This design comes from an exercise in tuning for a short achievable clock period and few clock cycles on the open sky130 flow, not from production work.
Only simulation tests tie the RTL to the original design; equivalence was not proved.
No activity file was given, so power comes from the tool's default toggle rates.

==> design.v <==
module fe_pre
(
    input  wire [31:0] fi,           
    input  wire [8:0]  pc_lo,        
    output wire [8:0]  lo_j,
    output wire        cj,
    output wire [8:0]  lo_b,
    output wire        cb,
    output wire        pj,           
    output wire        pb            
);
wire sg = fi[31];
assign {cj, lo_j} = {1'b0, pc_lo} + {1'b0, fi[28:21], 1'b0};
assign {cb, lo_b} = {1'b0, pc_lo} + {1'b0, fi[28:25], fi[11:8], 1'b0};
wire jnear = (fi[19:12] == {8{sg}}) && (fi[20] == sg) && (fi[30:29] == {2{sg}});
wire bnear = (fi[7] == sg) && (fi[30:29] == {2{sg}});
assign pj = (fi[6:0] == 7'b1101111) && jnear;
assign pb = (fi[6:0] == 7'b1100011) && sg && bnear;
endmodule
module rs_sel
(
    input  wire [4:0]  rs,
    input  wire [4:0]  n_rd,         
    input  wire        n_wr,
    input  wire        n_early,      
    input  wire [4:0]  w_rd,         
    input  wire        w_wr,
    input  wire [31:1] ok,           
    output wire [31:1] sel_rf,
    output wire        sel_wb,
    output wire        sel_ee,
    output wire        fa            
);
wire hn = n_wr && (n_rd == rs);
wire hw = w_wr && (w_rd == rs);
wire [31:0] oh = 32'd1 << rs;
assign sel_rf = oh[31:1] & ok & {31{!hn && !hw}};
assign sel_wb = hw && !hn;
assign sel_ee = hn && n_early;
assign fa     = hn && !n_early;
endmodule
module rf_rd
(
    input  wire [31:1]   sel,
    input  wire          sel_wb,
    input  wire          sel_ee,
    input  wire [991:0]  rf,         
    input  wire [31:0]   wbd,
    input  wire [31:0]   eev,
    output reg  [31:0]   v
);
integer k;
always @(*) begin
    v = ({32{sel_wb}} & wbd) | ({32{sel_ee}} & eev);
    for (k = 1; k < 32; k = k + 1)
        v = v | ({32{sel[k]}} & rf[32*(k-1) +: 32]);
end
endmodule
module alu
(
    input  wire [31:0] a,
    input  wire [31:0] b,
    input  wire        s_add, s_sub, s_sll, s_slt, s_sltu, s_xor, s_srl, s_sra, s_or, s_and,
    output wire [31:0] r
);
wire [31:0] r_add = a + b;
wire [31:0] r_sub = a - b;
wire        lt    = $signed(a) < $signed(b);
wire        ltu   = a < b;
wire [31:0] r_sll = a << b[4:0];
wire [31:0] r_srl = a >> b[4:0];
wire [31:0] r_sra = $signed(a) >>> b[4:0];
assign r = ({32{s_add}} & r_add) |
           ({32{s_sub}} & r_sub) |
           ({32{s_sll}} & r_sll) |
           ({32{s_srl}} & r_srl) |
           ({32{s_sra}} & r_sra) |
           ({32{s_xor}} & (a ^ b)) |
           ({32{s_or}}  & (a | b)) |
           ({32{s_and}} & (a & b)) |
           {31'd0, (s_slt && lt) || (s_sltu && ltu)};
endmodule
module brc
(
    input  wire [31:0] a,
    input  wire [31:0] b,
    input  wire        m_eq1, m_eq0, m_lt1, m_lt0, m_ltu1, m_ltu0,
    output wire        mis
);
wire eq  = (a == b);
wire lt  = $signed(a) < $signed(b);
wire ltu = a < b;
assign mis = (m_eq1 && eq) || (m_eq0 && !eq) ||
             (m_lt1 && lt) || (m_lt0 && !lt) ||
             (m_ltu1 && ltu) || (m_ltu0 && !ltu);
endmodule
module ldal
(
    input  wire [31:0] d,
    input  wire [3:0]  s_b,
    input  wire [1:0]  s_h,
    input  wire        s_w,
    input  wire        s_sx,
    output wire [31:0] v
);
wire [7:0]  bb = ({8{s_b[0]}} & d[7:0])   | ({8{s_b[1]}} & d[15:8]) |
                 ({8{s_b[2]}} & d[23:16]) | ({8{s_b[3]}} & d[31:24]);
wire [15:0] hh = ({16{s_h[0]}} & d[15:0]) | ({16{s_h[1]}} & d[31:16]);
wire        bs = s_sx && bb[7];
wire        hs = s_sx && hh[15];
assign v = ({32{s_w}} & d) | {{24{bs}}, bb} | {{16{hs}}, hh};
endmodule
module ulsoc_core
(
    input  wire         clk,
    input  wire         rst_n,
    output wire [31:0]  imem_addr,
    input  wire [31:0]  imem_rdata,
    output wire [31:0]  dmem_addr,
    input  wire [31:0]  dmem_rdata,
    output wire         dmem_we,
    output wire [3:0]   dmem_wstrb,
    output wire [31:0]  dmem_wdata,
    output wire         wb_valid,
    output wire [4:0]   wb_rd,
    output wire [31:0]  wb_data
);
reg          s_exr, s_dr, s_sq, s_j, s_b, s_h0, s_hp, s_hm;
reg  [31:0]  exr_pc;
reg  [31:0]  dr_pc;
reg  [31:0]  seq_q;
reg  [8:0]   lo_j, lo_b;
reg  [31:9]  hi_q, hip_q, him_q;
reg          d_v;
reg  [31:0]  d_inst;
reg  [31:0]  d_pc;
reg          d_pred;
reg  [31:1]  d_rf1, d_rf2;       
reg          d_wb1, d_wb2;       
reg          d_ee1, d_ee2;       
reg          d_fa1, d_fa2;       
reg          ex_v;
reg          ex_wr;              
reg  [4:0]   ex_rd;
reg  [31:0]  ex_a;
reg  [31:0]  ex_b;
reg  [31:0]  ex_addr;
reg          ex_st;
reg  [3:0]   ex_wstrb;
reg  [1:0]   ex_sz;              
reg  [31:0]  ex_alt;             
reg          m_eq1, m_eq0, m_lt1, m_lt0, m_ltu1, m_ltu0;
reg          s_add, s_sub, s_sll, s_slt, s_sltu, s_xor, s_srl, s_sra, s_or, s_and, s_pass;
reg  [3:0]   s_lb;               
reg  [1:0]   s_lh;               
reg          s_lw;
reg          s_lsx;              
reg          wb_v;
reg  [4:0]   wb_rd_q;
reg  [31:0]  wb_d;
reg  [31:0]  rf [1:31];
reg  [31:1]  rf_ok;
wire [31:0] fpc;
assign fpc[8:0]  = ({9{s_exr}} & exr_pc[8:0]) | ({9{s_dr}} & dr_pc[8:0]) |
                   ({9{s_sq}} & seq_q[8:0])   | ({9{s_j}} & lo_j) | ({9{s_b}} & lo_b);
assign fpc[31:9] = ({23{s_exr}} & exr_pc[31:9]) | ({23{s_dr}} & dr_pc[31:9]) |
                   ({23{s_sq}} & seq_q[31:9])   | ({23{s_h0}} & hi_q) |
                   ({23{s_hp}} & hip_q)         | ({23{s_hm}} & him_q);
assign imem_addr = fpc;
wire [31:0] fi = imem_rdata;
wire [8:0]  f_lo_j, f_lo_b;
wire        f_cj, f_cb, f_pj, f_pb;
fe_pre u_fe_pre (.fi(fi), .pc_lo(fpc[8:0]), .lo_j(f_lo_j), .cj(f_cj), .lo_b(f_lo_b), .cb(f_cb),
                 .pj(f_pj), .pb(f_pb));
wire [6:0]  d_opc = d_inst[6:0];
wire [4:0]  d_rd  = d_inst[11:7];
wire [2:0]  d_f3  = d_inst[14:12];
wire d_lui   = (d_opc == 7'b0110111);
wire d_auipc = (d_opc == 7'b0010111);
wire d_jal   = (d_opc == 7'b1101111);
wire d_jalr  = (d_opc == 7'b1100111);
wire d_br    = (d_opc == 7'b1100011);
wire d_load  = (d_opc == 7'b0000011);
wire d_store = (d_opc == 7'b0100011);
wire d_opimm = (d_opc == 7'b0010011);
wire d_opr   = (d_opc == 7'b0110011);
wire d_op    = d_opimm || d_opr;
wire d_early = d_lui || d_auipc || d_jal || d_jalr;
wire d_wr    = (d_rd != 5'd0) && !d_br && !d_store;
wire [31:0] d_immi = {{20{d_inst[31]}}, d_inst[31:20]};
wire [31:0] d_imms = {{20{d_inst[31]}}, d_inst[31:25], d_inst[11:7]};
wire [31:0] d_immb = {{20{d_inst[31]}}, d_inst[7], d_inst[30:25], d_inst[11:8], 1'b0};
wire [31:0] d_immj = {{12{d_inst[31]}}, d_inst[19:12], d_inst[20], d_inst[30:21], 1'b0};
wire [31:0] d_immu = {d_inst[31:12], 12'b0};
wire [991:0] rf_bus;
genvar gi;
generate
    for (gi = 1; gi < 32; gi = gi + 1) begin : rfb
        assign rf_bus[32*(gi-1) +: 32] = rf[gi];
    end
endgenerate
wire [31:0] d_v1, d_v2;
rf_rd u_rd1 (.sel(d_rf1), .sel_wb(d_wb1), .sel_ee(d_ee1), .rf(rf_bus), .wbd(wb_d), .eev(ex_a), .v(d_v1));
rf_rd u_rd2 (.sel(d_rf2), .sel_wb(d_wb2), .sel_ee(d_ee2), .rf(rf_bus), .wbd(wb_d), .eev(ex_a), .v(d_v2));
wire d_stall = d_v && (d_load || d_store || d_jalr) && d_fa1;
wire d_redir = d_v && (d_stall || d_jalr || (d_jal && !d_pred));
wire [31:0] d_sum = d_v1 + (d_store ? d_imms : d_immi);
wire [31:0] d_pc4 = d_pc + 32'd4;
reg  [3:0]  d_wstrb;
always @(*) begin
    case (d_f3[1:0])
        2'd0:    d_wstrb = 4'b0001 << d_sum[1:0];
        2'd1:    d_wstrb = d_sum[1] ? 4'b1100 : 4'b0011;
        default: d_wstrb = 4'b1111;
    endcase
end
wire [31:0] d_aval = d_lui ? d_immu : d_auipc ? (d_pc + d_immu) : (d_jal || d_jalr) ? d_pc4 : d_v1;
wire [31:0] d_bval = d_opimm ? d_immi : d_v2;
wire [31:0] alu_r, ld_v;
wire        ex_mis_c;
alu u_alu (.a(ex_a), .b(ex_b), .s_add(s_add), .s_sub(s_sub), .s_sll(s_sll), .s_slt(s_slt),
           .s_sltu(s_sltu), .s_xor(s_xor), .s_srl(s_srl), .s_sra(s_sra), .s_or(s_or),
           .s_and(s_and), .r(alu_r));
brc u_brc (.a(ex_a), .b(ex_b), .m_eq1(m_eq1), .m_eq0(m_eq0), .m_lt1(m_lt1), .m_lt0(m_lt0),
           .m_ltu1(m_ltu1), .m_ltu0(m_ltu0), .mis(ex_mis_c));
ldal u_ldal (.d(dmem_rdata), .s_b(s_lb), .s_h(s_lh), .s_w(s_lw), .s_sx(s_lsx), .v(ld_v));
wire        ex_mis = ex_v && ex_mis_c;
wire [31:0] ex_res = alu_r | ld_v | ({32{s_pass}} & ex_a);
assign dmem_addr  = ex_addr;
assign dmem_we    = ex_v && ex_st;
assign dmem_wstrb = ex_wstrb;
assign dmem_wdata = (ex_sz == 2'd0) ? {4{ex_b[7:0]}} :
                    (ex_sz == 2'd1) ? {2{ex_b[15:0]}} : ex_b;
assign wb_valid = wb_v;
assign wb_rd    = wb_rd_q;
assign wb_data  = wb_d;
wire [31:1] rf_ok_nx = rf_ok | ({31{wb_v}} & (31'd1 << (wb_rd_q - 5'd1)));
wire [31:1] f_rf1, f_rf2;
wire        f_wb1, f_wb2, f_ee1, f_ee2, f_fa1, f_fa2;
rs_sel u_rs1 (.rs(fi[19:15]), .n_rd(d_rd), .n_wr(d_v && d_wr), .n_early(d_early),
              .w_rd(ex_rd), .w_wr(ex_v && ex_wr), .ok(rf_ok_nx),
              .sel_rf(f_rf1), .sel_wb(f_wb1), .sel_ee(f_ee1), .fa(f_fa1));
rs_sel u_rs2 (.rs(fi[24:20]), .n_rd(d_rd), .n_wr(d_v && d_wr), .n_early(d_early),
              .w_rd(ex_rd), .w_wr(ex_v && ex_wr), .ok(rf_ok_nx),
              .sel_rf(f_rf2), .sel_wb(f_wb2), .sel_ee(f_ee2), .fa(f_fa2));
wire f_go = !ex_mis && !d_redir;     
always @(posedge clk or negedge rst_n) begin
    if (!rst_n) begin
        s_exr <= 1'b0;
        s_dr  <= 1'b0;
        s_sq  <= 1'b0;
        s_j   <= 1'b0;
        s_b   <= 1'b0;
        s_h0  <= 1'b0;
        s_hp  <= 1'b0;
        s_hm  <= 1'b0;
        d_v   <= 1'b0;
        ex_v  <= 1'b0;
        wb_v  <= 1'b0;
        rf_ok <= 31'd0;
    end
    else begin
        s_exr <= ex_mis;
        s_dr  <= !ex_mis && d_redir;
        s_sq  <= f_go && !f_pj && !f_pb;
        s_j   <= f_go && f_pj;
        s_b   <= f_go && f_pb;
        s_h0  <= f_go && ((f_pj && (f_cj == f_immsg)) || (f_pb && f_cb));
        s_hp  <= f_go && f_pj && f_cj && !f_immsg;
        s_hm  <= f_go && ((f_pj && !f_cj && f_immsg) || (f_pb && !f_cb));
        d_v   <= f_go;
        ex_v  <= d_v && !d_stall && !ex_mis;
        wb_v  <= ex_v && ex_wr;
        rf_ok <= rf_ok_nx;
    end
end
wire f_immsg = fi[31];
wire d_go    = d_v && !d_stall;      
wire [31:0] d_tgt = d_stall ? d_pc : d_jalr ? {d_sum[31:1], 1'b0} : (d_pc + d_immj);
always @(posedge clk) begin
    exr_pc <= ex_alt;
    dr_pc  <= d_tgt;
    seq_q  <= fpc + 32'd4;
    lo_j   <= f_lo_j;
    lo_b   <= f_lo_b;
    hi_q   <= fpc[31:9];
    hip_q  <= fpc[31:9] + 23'd1;
    him_q  <= fpc[31:9] - 23'd1;
    d_inst <= fi;
    d_pc   <= fpc;
    d_pred <= f_pj || f_pb;
    d_rf1  <= f_rf1;
    d_rf2  <= f_rf2;
    d_wb1  <= f_wb1;
    d_wb2  <= f_wb2;
    d_ee1  <= f_ee1;
    d_ee2  <= f_ee2;
    d_fa1  <= f_fa1;
    d_fa2  <= f_fa2;
    ex_wr    <= d_wr;
    ex_rd    <= d_rd;
    ex_a     <= (d_fa1 && (d_op || d_br)) ? ex_res : d_aval;
    ex_b     <= (d_fa2 && (d_opr || d_br || d_store)) ? ex_res : d_bval;
    ex_addr  <= d_sum;
    ex_st    <= d_store;
    ex_wstrb <= d_wstrb;
    ex_sz    <= d_f3[1:0];
    ex_alt   <= d_pred ? d_pc4 : (d_pc + d_immb);
    m_eq1  <= d_go && d_br && (d_f3[2:1] == 2'd0) && !(d_pred ^ d_f3[0]);
    m_eq0  <= d_go && d_br && (d_f3[2:1] == 2'd0) &&  (d_pred ^ d_f3[0]);
    m_lt1  <= d_go && d_br && (d_f3[2:1] == 2'd2) && !(d_pred ^ d_f3[0]);
    m_lt0  <= d_go && d_br && (d_f3[2:1] == 2'd2) &&  (d_pred ^ d_f3[0]);
    m_ltu1 <= d_go && d_br && (d_f3[2:1] == 2'd3) && !(d_pred ^ d_f3[0]);
    m_ltu0 <= d_go && d_br && (d_f3[2:1] == 2'd3) &&  (d_pred ^ d_f3[0]);
    s_add  <= d_op && d_f3 == 3'd0 && !(d_opr && d_inst[30]);
    s_sub  <= d_opr && d_f3 == 3'd0 && d_inst[30];
    s_sll  <= d_op && d_f3 == 3'd1;
    s_slt  <= d_op && d_f3 == 3'd2;
    s_sltu <= d_op && d_f3 == 3'd3;
    s_xor  <= d_op && d_f3 == 3'd4;
    s_srl  <= d_op && d_f3 == 3'd5 && !d_inst[30];
    s_sra  <= d_op && d_f3 == 3'd5 && d_inst[30];
    s_or   <= d_op && d_f3 == 3'd6;
    s_and  <= d_op && d_f3 == 3'd7;
    s_pass <= d_early;
    s_lb   <= {4{d_load && d_f3[1:0] == 2'd0}} & (4'b0001 << d_sum[1:0]);
    s_lh   <= {2{d_load && d_f3[1:0] == 2'd1}} & (d_sum[1] ? 2'b10 : 2'b01);
    s_lw   <= d_load && d_f3[1:0] == 2'd2;
    s_lsx  <= !d_f3[2];
    wb_rd_q <= ex_rd;
    wb_d    <= ex_res;
    if (wb_v)
        rf[wb_rd_q] <= wb_d;
end
endmodule
==> run.sh <==
#!/bin/bash
# synth_recipe.tcl (not shown) runs the flow's synth.tcl, then flattens the netlist and writes it again
# the make line also repeats each setting of config.mk as NAME=value (left out here)
make -C /OpenROAD-flow-scripts/flow DESIGN_CONFIG=/design/flow/config.mk WORK_HOME=/design/flow/orfs CLKGATE_MAP_FILE= SYNTH_SCRIPT=/design/flow/synth_recipe.tcl finish
==> config.mk <==
export PLATFORM = sky130hd
export DESIGN_NAME = ulsoc_core
export DESIGN_NICKNAME = ulsoc_core
export VERILOG_FILES = /design/flow/design.v
export SDC_FILE = /design/flow/constraint.sdc
export NUM_CORES = 8
export LEC_CHECK = 0
export CAP_MARGIN = 30
export CORE_MARGIN = 2
export CORE_UTILIZATION = 50
export SETUP_SLACK_MARGIN = 5
export SLEW_MARGIN = 30
export SYNTH_HIERARCHICAL = 1
==> constraint.sdc <==
create_clock -name core_clock -period 9.0 [get_ports {clk}]
set_input_delay 1.8000 -clock core_clock [delete_from_list [all_inputs] [get_ports {clk}]]
set_output_delay 1.8000 -clock core_clock [all_outputs]
set_load 0.01 [all_outputs]
==> summary.md <==
| Metric | Value |
|---|---|
| CP Cell Sequence | `buf_8 > a22oi_1 > nand4_1 > nor4_4 > nand2_2 > ha_4 > nand4_1 > a211o_1 > a32oi_4 > a211oi_4 > or3_1 > o21ai_2 > xnor2_2 > a221o_1` |
| Synth warn | `8` |
| CTS tree | `built` |
| Slew HR | `17.35%` |
| Placer Congestion | `a little over 1` |
| Leak Pwr | `0.03238 uW` |
| Syn_nets | `7049` |
| Maxcap violations | `0` |
| DR vias/cell | `7.296` |
| CP startpoint kind | `register` |
| Die ar. | `~150000 sq um` |
| Pins over their slew limit | `0` |
| Total clock sinks | `1527` |
| Area grow syn2layout | `18.60%` |
| Sequential fraction of the synthesis area | `53.98%` |
| Bufs on Longest Clock Path | `3` |
| Setup CP Type | `reg2reg` |
| Synth cell types | `115` |
| Highest Clock Rate | `234.9 MHz` |
| Peak VDD IR | `approximately 0.19 mV` |
| Core Region | `149800 sq um` |
| Setup Viol. Count Final | `0` |
| First-pass GRT wire length | `486.4 mm` |
| Setup TNS | `0 ns` |
| RSZ-0062 raised after global routing | `true` |
| Crit-path leading delay family | `compound AO/OA/AOI/OAI gates` |
| Post-DRT Antenna Nets | `0` |
| Starting Density | `50.35%` |
| WP buf/inv | `1` |
| Crit path largest cell delay | `0.61 ns` |
| Fillers | `12266` |
| H-tree depth | `4` |
| Fin crit share | `between 40% and 50%` |
| Crit-path slowest cell | `nor4_4` |
| Routed Wire Length | `359.4 mm` |
| Syn_area_per_cell | `11.18 sq um` |
| Area occupied by multi-input gates | `roughly 34000 sq um` |
| Largest net degree at the start of global routing | `68` |
| Mapped cell area | `between 70000 and 80000 sq um` |
| Clock transition at the registers of the reported paths | `0.06 ns` |
| Actual slew at the worst max-slew pin | `~1.2 ns` |
| Worst-Skew Late Latency | `0.83 ns` |
| Hold buffers post-CTS | `0` |
| Register area | `40980 sq um` |
| Top Ports | `a little over 200` |
| Drc violations | `0` |
| Post-Syn Instances | `6745` |
| # rows | `142` |
| Grt ovf | `0` |
| Setup Skew | `0.04741 ns` |
| Type of the worst min-delay path | `reg2reg` |
| Power Dens Cells | `approximately 270 nW/um^2` |
| Status | `finished clean` |
| CTS root buffer | `clkbuf_16` |
| Most frequent CP cell | `nand4_1` |
| Worst Path Arrival | `4.95 ns` |
| Final setup margin | `4.743 ns` |
| Total track usage | `roughly 45%` |
| DR vias | `about 67000` |
| TritonCTS Buffers | `158` |
| Tmin final | `4.257 ns` |
| Critical Path Fanout Max | `32` |
| Iter 0 DRT Violations | `roughly 12000` |
| Number of synthesized flops with an enable pin | `approximately 990` |
| Req. time, crit path | `9.69 ns` |
| Count of input and output buffers | `between 200 and 250` |
| Share of cells above drive strength 1 | `between 15 and 20%` |
| Most common cell after layout, fill and taps aside | `a22oi_1` |
| Final Hold Fails | `0` |
| #FFs+latches synth | `1527` |
| Per-cell routed wire length | `38.94 microns` |
| Crit. End Element | `register` |
| Post-Place Worst Slack | `3.804 ns` |
| Iteration count of the initial detailed-routing pass | `10` |
| Post-synth top flop | `edfxtp_1` |
| Ys async rst share | `under 10%` |
| Nets | `~7400` |
| Die Y | `392.4 microns` |
| Vias in the first global route | `62410` |
| Initial antenna violation count | `18` |
| Die width | `392.4 microns` |
| Leading cell types in the layout, fill and taps excluded | `a22oi_1 (998), edfxtp_1 (992), nand2_1 (452)` |
| Hpwl dp | `221.3 mm` |
where the power goes:
part	leakage, uW	internal, uW	total [uW]	switching [uW]
clock network	0.00259	3810	6730	2920
logic	0.0160	3110	8330	5230
registers	0.0138	8660	9450	795
sequential cells by signal (all words and copies together) (netlist names), 23 cells and up:
name,count
ex_alt,32
ex_addr,32
him_q,23
rf,992
dr_pc,32
seq_q,30
d_inst,32
ex_b,32
exr_pc,32
rf_ok,31
d_rf1,31
wb_d,32
d_rf2,31
ex_a,32
d_pc,31
synth_stat cells, drive strengths merged, types with 107 or more instances:
master	number	area share (%)
a21oi	319	2.1
a22oi	1055	11
buf	256	2.1
clkbuf	200	1.1
dfxtp	493	13
edfxtp	992	40
ha	230	3.8
inv	200	1.0
nand2	484	2.4
nand3	163	1.1
nand4	243	2.0
nor2	359	1.8
nor4	118	1.2
o21ai	244	1.6
xnor2	134	1.6
xor2	107	1.2
area by class of cell:
| class | count | share of cell area, % |
|---|---|---|
| Sequential cell | 1527 | 45.82 |
| Multi-Input combinational cell | 4559 | 37.61 |
| Timing Repair Buffer | 631 | 6.920 |
| Clock buffer | 218 | 5.011 |
| Tap cell | 2016 | 2.820 |
| Clock inverter | 72 | 0.9304 |
| Inverter | 203 | 0.8716 |
| Antenna cell | 5 | 0.01399 |
modules after synthesis, one instance, submodules excluded:
| module | area (sq um) | copies in the design | cells inside |
|---|---|---|---|
| rs_sel | 773.2 | 2 | 110 |
| ulsoc_core | 52240 | 1 | 3352 |
| rf_rd | 5557 | 2 | 803 |
| alu | 8467 | 1 | 1273 |
| fe_pre | 653.1 | 1 | 88 |
| ldal | 484.2 | 1 | 81 |
| brc | 908.4 | 1 | 125 |
stage by stage:
stage	utilization [%]	area, sq um	hold slack (ns)	power [uW]	std cells
2_1_floorplan	-	75410	0.3096	13640	6745
3_3_place_gp	53.16	79620	0.3108	16750	8731
3_5_place_dp	53.20	79680	0.3121	16770	8731
4_1_cts	58.53	87660	0.3191	23900	9138
5_1_grt	59.70	89420	0.3229	25260	9226
6_report	59.71	89430	0.3213	24520	9231
cells by family after synthesis:
group | count (synthesis) | synth area share [%]
compound gates | 2190 | 20.80
xor+xnor | 241 | 2.799
fa+ha+maj | 238 | 4.029
buf+inv | 659 | 4.165
flops | 1527 | 53.98
mux | 144 | 2.446
simple gates | 1746 | 11.78
worst paths after layout:
kind / from / to / slack [ns] / cells past startpoint
max: d_rf1[31] / dr_pc[28] / 4.74 / 14
min: ex_alt[19] / exr_pc[19] / 0.32 / 0
max reg2reg: d_rf1[31] / dr_pc[28] / 4.74 / 14
min reg2reg: ex_alt[19] / exr_pc[19] / 0.32 / 0
max in group asynchronous: rst_n / s_exr / 7.42 / 2
min in group asynchronous: rst_n / s_h0 / 1.09 / 2
repair_timing:
| action | in CTS | in global routing |
|---|---|---|
| gates resized for setup | 483 | 277 |
| hold endpoints to repair | 0 | 0 |
| pin swaps | 106 | 96 |
| gates cloned | 5 | 9 |
| endpoints found under the setup margin | 195 | 113 |
| setup buffers | 112 | 79 |
metal layers:
layer	track usage [%]	part of all wire, %	vias up
met5	0	0.075	-
met4	28.78	8.1	18
met3	15.07	14	1552
met2	66.16	42	5857
met1	57.24	36	32834
li1	-	-	27085
Testbench counts, summed over its fixed seeds: cycles 74,608.

[static timing again, ports no longer ideal]
In the flow no input, the clock included, has a driving cell. The finished layout below was timed again as built, in two steps.
Step 1 assumes that a clkbuf_16 drives the clock port and a buf_2 every other input.
Step 2, shift: input delay + t, output delay - t, t = (earliest + latest rising clock arrival at the registers) / 2. This alone moves slack from input paths to output paths.
Slacks: ideal / step 1 / step 2; pairs: ideal / step 1.
shift t [ns]: 0.897
slack for setup (ns): 4.743 / 4.743 / 4.402
hold WS [ns]: 0.321 / 0.321 / 0.321
worst data-port slew with drivers (ns): 0.06
pins driven straight from the clock port: 1
After both steps this run still meets setup and hold. For this run, drivers alone change the setup slack by 0.000 ns; drivers and shift together by -0.341 ns.
